What follows belongs to an exercise in optimizing a design on an open flow for small area; a production flow would make more cautious choices.
In this exercise RTL edits were held to simulation tests only and were not proved equivalent to the original.
The flow treats the clock pin as an ideal source. Dropping or thinning the clock tree relies on that and would not hold on a real chip.
Power is estimated from default activity; no workload was simulated.

## 11-25
==> module Index, before the edit <==
module Index
#(
  parameter CincoSegundos = 500000,  
  parameter UmSegundo = 100,      
  parameter MeioSegundo = 50      
)
(
  input reset, clock,
  input [1:0] Nivel_Jogo,
  input Modo_Jogo,
  input Iniciar_Jogo,
  input Bot_Ultima_Sequencia,
  input Bot_Vermelho, Bot_Azul, Bot_Amarelo, Bot_Verde,
  output reg [2:0] Led_RGB,
  output [2:0] Fase
);
  localparam [63:0] SIMON = 64'b1110001001101000110010001011110110100011111000101110011110010111;
  function automatic [18:0] nx19(input [18:0] q);
    nx19 = {q[17:0], ~(q[18] ^ q[17] ^ q[16] ^ q[13])};
  endfunction
  localparam [18:0] C19_55     = 19'b0011110001010010001;
  localparam [18:0] C19_100    = 19'b1001001101010010011;
  localparam [18:0] C19_500000 = 19'b1010110100010010111;
  reg [2:0]  estado;
  reg        exib, copia, acerto;
  reg [1:0]  nivel;           
  reg [5:0]  aux, atual;      
  reg        meio;            
  reg [18:0] cnt;             
  reg [63:0] ring;            
  reg [4:0]  r;               
  reg        sweep;           
  reg        lag;             
  assign Fase = estado;
  wire st0 = estado == 3'd0;
  wire st1 = estado == 3'd1;
  wire st2 = estado == 3'd2;
  wire st3 = estado == 3'd3;
  wire st4 = estado == 3'd4;
  wire st5 = estado == 3'd5;
  wire st6 = estado == 3'd6;
  wire st7 = estado == 3'd7;
  function automatic [2:0] ledcol(input [1:0] c);
    case (c)
      2'b00: ledcol = 3'b011;
      2'b01: ledcol = 3'b110;
      2'b10: ledcol = 3'b001;
      default: ledcol = 3'b101;
    endcase
  endfunction
  wire btn = Bot_Vermelho | Bot_Azul | Bot_Amarelo | Bot_Verde;
  wire [1:0] bcol = Bot_Vermelho ? 2'b00 : Bot_Azul ? 2'b01 : Bot_Amarelo ? 2'b10 : 2'b11;
  wire inr    = aux <= atual;
  wire t100   = cnt[0] & cnt[1] & ~cnt[16] & cnt[18];    
  wire t0     = ~(cnt[0] | cnt[1] | cnt[9] | cnt[11] | cnt[15]);  
  wire t49    = ~cnt[0] & ~cnt[11] & cnt[13];            
  wire t5     = cnt == C19_500000;
  wire a49    = atual[5] & atual[4] & atual[0];          
  wire cmsok  = meio;
  wire eqat   = aux == atual;
  wire eqmax  = (copia | nivel == 2'd3) ? aux[5] :               
                (nivel == 2'd0) ? aux[3] :                        
                (nivel == 2'd1) ? aux[4] : (aux[4] & aux[2]);     
  wire go    = st0 & Iniciar_Jogo & ~exib;
  wire rep   = st0 & ~go & (Bot_Ultima_Sequencia | exib);
  wire disp  = (rep | (st2 & cmsok)) & inr;
  wire fim2  = st2 & cmsok & ~inr;
  wire ok5   = st5 & acerto;
  wire load  = st1 & ~Modo_Jogo;
  wire       aux_clr = st1 | fim2;
  wire       aux_inc = (disp & t100) | (ok5 & ~eqmax & ~eqat);
  wire [5:0] aux_nx  = aux_clr ? 6'd0 : aux_inc ? aux + 6'd1 : aux;
  wire       pre  = st2 & cmsok & (eqat | ~inr);        
  wire [4:0] tgt  = pre ? 5'd0 : aux[4:0];
  wire       rot  = sweep | (r != tgt);
  wire       hit  = ~rot;                              
  wire [1:0] col  = (sweep | aux[5]) ? 2'b00 : lag ? ring[3:2] : ring[1:0];
  wire [1:0] fill = st2 ? SIMON[2*r +: 2] : 2'b00;
  wire [1:0] tail = sweep ? fill : ring[1:0];
  wire       wdir = st3 & btn & hit;
  always @(posedge clock) begin
    if (reset) estado <= 3'd0;
    else case (estado)
      3'd0: estado <= go ? 3'd1 : 3'd0;
      3'd1: estado <= Modo_Jogo ? 3'd3 : 3'd2;
      3'd2: estado <= fim2 ? 3'd4 : 3'd2;
      3'd3: estado <= btn ? (cmsok ? 3'd4 : 3'd3) : (t5 ? 3'd6 : 3'd3);
      3'd4: estado <= btn ? 3'd5 : (t5 ? 3'd6 : 3'd4);
      3'd5: estado <= ~acerto ? 3'd6 : eqmax ? 3'd7 : eqat ? (copia ? 3'd3 : 3'd2) : 3'd4;
      default: estado <= 3'd0;
    endcase
    if (reset | st1) Led_RGB <= 3'b111;
    else if (st6) Led_RGB <= 3'b010;
    else if (st7) Led_RGB <= 3'b000;
    else if (st2 & ~cmsok) Led_RGB <= 3'b100;
    else if (disp) begin
      if (t0) Led_RGB <= ledcol(col);
    end
    else if (st3) Led_RGB <= btn ? ledcol(bcol) : 3'b111;
    exib <= ~reset & ((rep & inr) | (st3 & ~hit & (btn | exib)));
    acerto <= bcol == col;
    if (st1) copia <= Modo_Jogo;
    if (st1) nivel <= Nivel_Jogo;
    else if (st3 & btn) nivel <= bcol;
    if (reset) aux <= 6'd0;
    else aux <= aux_nx;
    if (reset | st1 | (st3 & ~meio & a49)) atual <= 6'd0;
    else if ((ok5 & ~eqmax & eqat) | (st3 & ~meio)) atual <= atual + 6'd1;
    if (reset) cnt <= 19'd0;
    else if ((disp & ~t100) | (st2 & ~meio & ~t49) | ((st3 | st4) & ~btn & ~t5)) cnt <= nx19(cnt);
    else if (fim2) cnt <= C19_55;
    else cnt <= 19'd0;
    if (st1 | fim2) meio <= 1'b0;
    else if ((st2 & t49) | (st3 & a49)) meio <= 1'b1;
    if (rot) ring <= {tail, ring[63:2]};
    else if (wdir) ring[1:0] <= bcol;
    else if (st3 & exib) ring[1:0] <= nivel;
    if (reset | load) r <= 5'd0;
    else if (rot) r <= r + 5'd1;
    lag <= aux_inc;
    if (reset | load) sweep <= 1'b1;
    else if (r == 5'd31) sweep <= 1'b0;
  end
endmodule
==> flow/config.mk <==
export PLATFORM = sky130hd
export DESIGN_NAME = Index
export DESIGN_NICKNAME = Index
export VERILOG_FILES = /design/flow/design.v
export SDC_FILE = /design/flow/constraint.sdc
export NUM_CORES = 4
export LEC_CHECK = 0
export CAP_MARGIN = 20
export CORE_MARGIN = 2
export CORE_UTILIZATION = 70
export PLACE_DENSITY = 0.8
export SLEW_MARGIN = 20
==> flow/constraint.sdc <==
create_clock -name core_clock -period 10.0 [get_ports {clock}]
set_input_delay 2.0000 -clock core_clock [delete_from_list [all_inputs] [get_ports {clock}]]
set_output_delay 2.0000 -clock core_clock [all_outputs]
set_load 0.01 [all_outputs]
standard.sh (not shown) runs the stock make flow with config.mk's settings and CLKGATE_MAP_FILE= SYNTH_SCRIPT=/design/flow/synth_recipe.tcl, a recipe that flattens the netlist after the stock synthesis.
==> flow/flow/run.sh <==
#!/bin/bash
# Own layout flow: the standard synthesis, then the combinational logic re-mapped
# for area (every flip-flop kept as synthesis made it), then the standard ORFS layout
# with small port buffers, and a one-level clock tree of a few large clock buffers
# built in place of ORFS's CTS step.
set -euo pipefail
W=$(pwd)
R=$W/orfs/results/${FLOW_PLATFORM:-sky130hd}/Index/base
KN=(
  "BUFFER_PORTS_ARGS=-buffer_cell sky130_fd_sc_hd__buf_1"
)
bash standard.sh synth > $W/synth.log 2>&1
cp $R/1_2_yosys.v $R/1_2_yosys.std.v
bash flow/remap.sh $R/1_2_yosys.std.v $R/1_2_yosys.v > $W/remap.log 2>&1
rm -f $R/1_synth.odb $R/1_synth.sdc
bash standard.sh "${KN[@]}" synth > $W/synth_odb.log 2>&1
bash standard.sh "${KN[@]}" place > $W/place.log 2>&1
MCTS_RESULTS=$R MCTS_N=4 MCTS_BUF=sky130_fd_sc_hd__clkbuf_16 openroad -no_init -exit flow/mcts_run.tcl > $W/mcts.log 2>&1
cp $R/4_1_cts.odb $R/4_cts.odb
touch $R/4_cts.sdc
bash standard.sh "${KN[@]}" > $W/layout.log 2>&1
test -s $W/out/final.def
Other scripts of this flow, unchanged in this note and not shown: flow/flow/mcts.tcl, flow/flow/mcts_run.tcl, flow/flow/remap.sh
#### Input delta (12-15 over 11-25)
--- a/flow/design.v
+++ b/flow/design.v
@@ -27,5 +27,7 @@
   reg [5:0]  aux, atual;      
   reg        meio;            
-  reg [18:0] cnt;             
+  reg [18:0] cntq;            
+  localparam [18:0] CPOL = 19'b0101010101010101010;    
+  wire [18:0] cnt = cntq ^ CPOL;
   reg [63:0] ring;            
   reg [4:0]  r;               
@@ -107,8 +109,8 @@
     if (reset | st1 | (st3 & ~meio & a49)) atual <= 6'd0;
     else if ((ok5 & ~eqmax & eqat) | (st3 & ~meio)) atual <= atual + 6'd1;
-    if (reset) cnt <= 19'd0;
-    else if ((disp & ~t100) | (st2 & ~meio & ~t49) | ((st3 | st4) & ~btn & ~t5)) cnt <= nx19(cnt);
-    else if (fim2) cnt <= C19_55;
-    else cnt <= 19'd0;
+    if (reset) cntq <= CPOL;
+    else if ((disp & ~t100) | (st2 & ~meio & ~t49) | ((st3 | st4) & ~btn & ~t5)) cntq <= nx19(cnt) ^ CPOL;
+    else if (fim2) cntq <= C19_55 ^ CPOL;
+    else cntq <= CPOL;
     if (st1 | fim2) meio <= 1'b0;
     else if ((st2 & t49) | (st3 & a49)) meio <= 1'b1;
==> comparison <==
Compared with 11-25, in 12-15 number of non-filler instances in the completed layout increased by 12 relative to the old numbers; switching share of total power saw a decrease. As of 12-15, power attributed to combinational cells had fallen by more than half compared to 11-25. When 12-15 is measured against 11-25, its share of the clock period used by the worst path turns out 11 points higher. Of 12-15 and 11-25, it is 12-15 that has the lower pre-CTS setup slack. [compare] base=11-25 new=12-15: total placed instance area -about 0.5%; gate count after technology mapping now sits higher. Changes observed in 12-15 relative to 11-25: largest stage delay on the critical path fell by 0.12 ns; finished layout cell area went down 26 sq um; total half-perimeter wirelength after legalization and detailed placement moved up.
In every run of this note, the design's own scripts or RTL, not TritonCTS, make the clock network.

## main
Index, a different RTL version from the one above (not shown whole).
For scale: roughly 360 cells after synthesis, roughly 17 I/O pins.
==> module Index, before the edit <==
module Index
#(
  parameter CincoSegundos = 500000,  
  parameter UmSegundo = 100,      
  parameter MeioSegundo = 50      
)
(
  input reset, clock,
  input [1:0] Nivel_Jogo,
  input Modo_Jogo,
  input Iniciar_Jogo,
  input Bot_Ultima_Sequencia,
  input Bot_Vermelho, Bot_Azul, Bot_Amarelo, Bot_Verde,
  output reg [2:0] Led_RGB,
  output [2:0] Fase
);
  localparam [63:0] SIMON = 64'b1110001001101000110010001011110110100011111000101110011110010111;
  function automatic [18:0] nx19(input [18:0] q);
    nx19 = {q[17:0], ~(q[18] ^ q[17] ^ q[16] ^ q[13])};
  endfunction
  localparam [18:0] C19_55     = 19'b0011110001010010001;
  localparam [18:0] C19_100    = 19'b1001001101010010011;
  localparam [18:0] C19_500000 = 19'b1010110100010010111;
  reg [2:0]  estado;
  reg        exib, copia, acerto;
  reg [1:0]  nivel;           
  reg [5:0]  aux, atual;      
  reg        meio;            
  reg [18:0] cnt;             
  reg [63:0] ring;            
  reg [4:0]  r;               
  reg        sweep;           
  reg        wv;              
  reg [1:0]  wc;              
  assign Fase = estado;
  wire st0 = estado == 3'd0;
  wire st1 = estado == 3'd1;
  wire st2 = estado == 3'd2;
  wire st3 = estado == 3'd3;
  wire st4 = estado == 3'd4;
  wire st5 = estado == 3'd5;
  wire st6 = estado == 3'd6;
  wire st7 = estado == 3'd7;
  function automatic [2:0] ledcol(input [1:0] c);
    case (c)
      2'b00: ledcol = 3'b011;
      2'b01: ledcol = 3'b110;
      2'b10: ledcol = 3'b001;
      default: ledcol = 3'b101;
    endcase
  endfunction
  wire btn = Bot_Vermelho | Bot_Azul | Bot_Amarelo | Bot_Verde;
  wire [1:0] bcol = Bot_Vermelho ? 2'b00 : Bot_Azul ? 2'b01 : Bot_Amarelo ? 2'b10 : 2'b11;
  wire inr    = aux <= atual;
  wire t100   = cnt[0] & cnt[1] & ~cnt[16] & cnt[18];    
  wire t49    = ~cnt[0] & ~cnt[11] & cnt[13];            
  wire t5     = cnt == C19_500000;
  wire a49    = atual[5] & atual[4] & atual[0];          
  wire cmsok  = meio;
  wire eqat   = aux == atual;
  wire eqmax  = (nivel == 2'd0) ? (aux == 6'd8)  :
                (nivel == 2'd1) ? (aux == 6'd16) :
                (nivel == 2'd2) ? (aux == 6'd20) : (aux == 6'd32);
  wire go    = st0 & Iniciar_Jogo & ~exib;
  wire rep   = st0 & ~go & (Bot_Ultima_Sequencia | exib);
  wire disp  = (rep | (st2 & cmsok)) & inr;
  wire fim2  = st2 & cmsok & ~inr;
  wire ok5   = st5 & acerto;
  wire load  = st1 & ~Modo_Jogo;
  wire       aux_clr = st1 | fim2;
  wire       aux_inc = (disp & t100) | (ok5 & ~eqmax & ~eqat);
  wire [5:0] aux_nx  = aux_clr ? 6'd0 : aux_inc ? aux + 6'd1 : aux;
  wire       hit  = ~sweep & (r == aux[4:0]);
  wire [1:0] col  = (sweep | aux[5]) ? 2'b00 : ring[1:0];
  wire [4:0] tgt  = (st2 & disp & eqat) ? 5'd0 : aux_nx[4:0];
  wire       rot  = sweep | (r != tgt);
  wire [1:0] fill = st2 ? SIMON[2*r +: 2] : 2'b00;
  wire [1:0] tail = sweep ? fill : ring[1:0];
  wire       wdir = st3 & btn & hit;
  always @(posedge clock) begin
    if (reset) estado <= 3'd0;
    else case (estado)
      3'd0: estado <= go ? 3'd1 : 3'd0;
      3'd1: estado <= Modo_Jogo ? 3'd3 : 3'd2;
      3'd2: estado <= fim2 ? 3'd4 : 3'd2;
      3'd3: estado <= btn ? (cmsok ? 3'd4 : 3'd3) : (t5 ? 3'd6 : 3'd3);
      3'd4: estado <= btn ? 3'd5 : (t5 ? 3'd6 : 3'd4);
      3'd5: estado <= ~acerto ? 3'd6 : eqmax ? 3'd7 : eqat ? (copia ? 3'd3 : 3'd2) : 3'd4;
      default: estado <= 3'd0;
    endcase
    if (reset | st1) Led_RGB <= 3'b111;
    else if (st6) Led_RGB <= 3'b010;
    else if (st7) Led_RGB <= 3'b000;
    else if (st2 & ~cmsok) Led_RGB <= 3'b100;
    else if (disp) begin
      if (sweep | (r == aux[4:0])) Led_RGB <= ledcol(col);
    end
    else if (st3) Led_RGB <= btn ? ledcol(bcol) : 3'b111;
    exib <= ~reset & rep & inr;
    acerto <= bcol == col;
    if (st1) begin
      copia <= Modo_Jogo;
      nivel <= Modo_Jogo ? 2'd3 : Nivel_Jogo;
    end
    if (reset) aux <= 6'd0;
    else aux <= aux_nx;
    if (reset | st1 | (st3 & ~meio & a49)) atual <= 6'd0;
    else if ((ok5 & ~eqmax & eqat) | (st3 & ~meio)) atual <= atual + 6'd1;
    if (reset) cnt <= 19'd0;
    else if ((disp & ~t100) | (st2 & ~meio & ~t49) | ((st3 | st4) & ~btn & ~t5)) cnt <= nx19(cnt);
    else if (fim2) cnt <= C19_55;
    else cnt <= 19'd0;
    if (st1 | fim2) meio <= 1'b0;
    else if ((st2 & t49) | (st3 & a49)) meio <= 1'b1;
    if (rot) ring <= {tail, ring[63:2]};
    else if (wdir) ring[1:0] <= bcol;
    else if (wv) ring[1:0] <= wc;
    if (reset | load) r <= 5'd0;
    else if (rot) r <= r + 5'd1;
    if (reset | load) sweep <= 1'b1;
    else if (r == 5'd31) sweep <= 1'b0;
    if (reset | hit) wv <= 1'b0;
    else if (st3 & btn) wv <= 1'b1;
    if (st3 & btn) wc <= bcol;
  end
endmodule
export LEC_CHECK = 0
export CAP_MARGIN = 20
export CORE_MARGIN = 2
export CORE_UTILIZATION = 40
export SLEW_MARGIN = 20
create_clock -name core_clock -period 10.0 [get_ports {clock}]
==> flow/flow/run.sh <==
#!/bin/bash
# Own layout flow: the standard synthesis, then the combinational logic re-mapped
# for area (every flip-flop kept as synthesis made it), then the standard ORFS layout
# with small port buffers and a clock tree of small buffers.
set -euo pipefail
W=$(pwd)
R=$W/orfs/results/${FLOW_PLATFORM:-sky130hd}/Index/base
KN=(
  "BUFFER_PORTS_ARGS=-buffer_cell sky130_fd_sc_hd__buf_1"
  "CTS_ARGS=-sink_clustering_enable -repair_clock_nets -dont_use_dummy_load -buf_list sky130_fd_sc_hd__clkbuf_4 -root_buf sky130_fd_sc_hd__clkbuf_4 -sink_clustering_size 30 -sink_clustering_max_diameter 60"
)
bash standard.sh synth > $W/synth.log 2>&1
cp $R/1_2_yosys.v $R/1_2_yosys.std.v
bash flow/remap.sh $R/1_2_yosys.std.v $R/1_2_yosys.v > $W/remap.log 2>&1
rm -f $R/1_synth.odb $R/1_synth.sdc
bash standard.sh "${KN[@]}" synth > $W/synth_odb.log 2>&1
bash standard.sh "${KN[@]}" > $W/layout.log 2>&1
test -s $W/out/final.def
==> flow/flow/remap.sh <==
#!/bin/bash
# remap.sh IN.v OUT.v : re-map the combinational logic of a mapped sky130hd netlist for area,
# keeping every flip-flop instance (name, cell type, connections) as it is.
set -euo pipefail
IN=$1; OUT=$2
P=${FLOW_HOME:-/OpenROAD-flow-scripts/flow}/platforms/sky130hd
L=$P/lib/sky130_fd_sc_hd__tt_025C_1v80.lib
DU=$(sed -n '/DONT_USE_CELLS +=/,/^$/p' $P/config.mk | grep -o 'sky130_fd_sc_hd__[a-z0-9_]*' | sed 's/^/-dont_use /' | tr '\n' ' ')
FF=$(grep -o 'sky130_fd_sc_hd__[a-z0-9_]*' $IN | sort -u | grep -E '__(e|s|se)?df|__dl' | tr '\n' ' ' || true)
D=$(mktemp -d)
printf 'strash\n&get -n\n&deepsyn -T 60\n&dch\n&nf -R 1000\n&put\ntopo\n' > $D/nf.abc
cat > $D/remap.ys <<EOY
read_liberty -ignore_miss_func $L
setattr -mod -set keep_hierarchy 1 $FF
read_verilog $IN
hierarchy -top Index
flatten
rename -hide w:* i:* o:* %u %d
opt_clean -purge
abc -script $D/nf.abc -liberty $L $DU
opt_clean -purge
splitnets
opt_clean -purge
hilomap -singleton -hicell sky130_fd_sc_hd__conb_1 HI -locell sky130_fd_sc_hd__conb_1 LO
stat -liberty $L
select Index
write_verilog -noattr -nohex -nodec -selected $OUT.tmp
EOY
cat > $D/check.ys <<EOY
read_liberty -lib $L
read_verilog $OUT.tmp
hierarchy -top Index
check -assert -mapped
stat -liberty $L
EOY
yosys -s $D/remap.ys
yosys -s $D/check.ys
cp $OUT.tmp $OUT; rm -f $OUT.tmp; rm -rf $D
main | status: complete | timing, DRC, antenna: pass
[inputs] the feature branch vs main
--- a/flow/design.v
+++ b/flow/design.v
@@ -31,6 +31,5 @@
   reg [4:0]  r;               
   reg        sweep;           
-  reg        wv;              
-  reg [1:0]  wc;              
+  reg        lag;             
   assign Fase = estado;
   wire st0 = estado == 3'd0;
@@ -54,4 +53,5 @@
   wire inr    = aux <= atual;
   wire t100   = cnt[0] & cnt[1] & ~cnt[16] & cnt[18];    
+  wire t0     = ~(cnt[0] | cnt[1] | cnt[9] | cnt[11] | cnt[15]);  
   wire t49    = ~cnt[0] & ~cnt[11] & cnt[13];            
   wire t5     = cnt == C19_500000;
@@ -59,7 +59,7 @@
   wire cmsok  = meio;
   wire eqat   = aux == atual;
-  wire eqmax  = (nivel == 2'd0) ? (aux == 6'd8)  :
-                (nivel == 2'd1) ? (aux == 6'd16) :
-                (nivel == 2'd2) ? (aux == 6'd20) : (aux == 6'd32);
+  wire eqmax  = (copia | nivel == 2'd3) ? (aux == 6'd32) :
+                (nivel == 2'd0) ? (aux == 6'd8)  :
+                (nivel == 2'd1) ? (aux == 6'd16) : (aux == 6'd20);
   wire go    = st0 & Iniciar_Jogo & ~exib;
   wire rep   = st0 & ~go & (Bot_Ultima_Sequencia | exib);
@@ -71,8 +71,9 @@
   wire       aux_inc = (disp & t100) | (ok5 & ~eqmax & ~eqat);
   wire [5:0] aux_nx  = aux_clr ? 6'd0 : aux_inc ? aux + 6'd1 : aux;
-  wire       hit  = ~sweep & (r == aux[4:0]);
-  wire [1:0] col  = (sweep | aux[5]) ? 2'b00 : ring[1:0];
-  wire [4:0] tgt  = (st2 & disp & eqat) ? 5'd0 : aux_nx[4:0];
+  wire       pre  = st2 & cmsok & (eqat | ~inr);        
+  wire [4:0] tgt  = pre ? 5'd0 : aux[4:0];
   wire       rot  = sweep | (r != tgt);
+  wire       hit  = ~rot;                              
+  wire [1:0] col  = (sweep | aux[5]) ? 2'b00 : lag ? ring[3:2] : ring[1:0];
   wire [1:0] fill = st2 ? SIMON[2*r +: 2] : 2'b00;
   wire [1:0] tail = sweep ? fill : ring[1:0];
@@ -94,13 +95,12 @@
     else if (st2 & ~cmsok) Led_RGB <= 3'b100;
     else if (disp) begin
-      if (sweep | (r == aux[4:0])) Led_RGB <= ledcol(col);
+      if (t0) Led_RGB <= ledcol(col);
     end
     else if (st3) Led_RGB <= btn ? ledcol(bcol) : 3'b111;
-    exib <= ~reset & rep & inr;
+    exib <= ~reset & ((rep & inr) | (st3 & ~hit & (btn | exib)));
     acerto <= bcol == col;
-    if (st1) begin
-      copia <= Modo_Jogo;
-      nivel <= Modo_Jogo ? 2'd3 : Nivel_Jogo;
-    end
+    if (st1) copia <= Modo_Jogo;
+    if (st1) nivel <= Nivel_Jogo;
+    else if (st3 & btn) nivel <= bcol;
     if (reset) aux <= 6'd0;
     else aux <= aux_nx;
@@ -115,12 +115,10 @@
     if (rot) ring <= {tail, ring[63:2]};
     else if (wdir) ring[1:0] <= bcol;
-    else if (wv) ring[1:0] <= wc;
+    else if (st3 & exib) ring[1:0] <= nivel;
     if (reset | load) r <= 5'd0;
     else if (rot) r <= r + 5'd1;
+    lag <= aux_inc;
     if (reset | load) sweep <= 1'b1;
     else if (r == 5'd31) sweep <= 1'b0;
-    if (reset | hit) wv <= 1'b0;
-    else if (st3 & btn) wv <= 1'b1;
-    if (st3 & btn) wc <= bcol;
   end
 endmodule
[summary]
- main -> the feature branch: wire length of the first global-routing pass decreased by a few percent
- In the feature branch, the delay of the slowest cell on the worst path came out 210 ps below the value in main.
- When the feature branch is set beside main, its slew at the pin closest to its max-slew limit turns out to be 150 ps smaller.
- The feature branch vs main: largest fanout on the critical path down
- Number of rows in the core area: the feature branch < main
- A critical path startpoint of aux[4] is what main shows, while Iniciar_Jogo belongs to the feature branch.
- Delta (the feature branch minus main): die area went down 220 um2; number of combinational gates with multiple inputs went down about 0.44%.

## afterwards: timing with drivers on the ports
No port has a modelled driver above. Below, the same layouts with a new extraction and two added sets of constraints.
Step 1 assumes that a clkbuf_16 drives the clock port and a buf_2 every other input.
Step 2 adds t to the input delays and takes it off the output delays; t is the mean of the earliest and latest rising clock arrival at the registers after step 1. Input paths then give back, and output paths get back, about the clock's delay inside the block.
Three values: ideal ports, drivers, drivers and shift; two values: the first two.
run | t (ns) | setup WS [ns] | slew at the worst register clock pin (ns) | worst data-port slew with drivers (ns)
11-25 | 0.231 | 6.196 / 6.196 / 6.043 | 0.11 / 0.11 | 0.04
12-15 | 0.234 | 5.116 / 5.172 / 4.937 | 0.10 / 0.10 | 0.03
main | 0.508 | 4.965 / 4.965 / 4.480 | 0.10 / 0.10 | 0.03
the feature branch | 0.512 | 6.252 / 6.263 / 5.751 | 0.10 / 0.10 | 0.03
After both steps setup and hold are still met in every run listed. For the feature branch, which loses most, drivers alone change the setup slack by +0.011 ns; drivers and shift together by -0.501 ns.
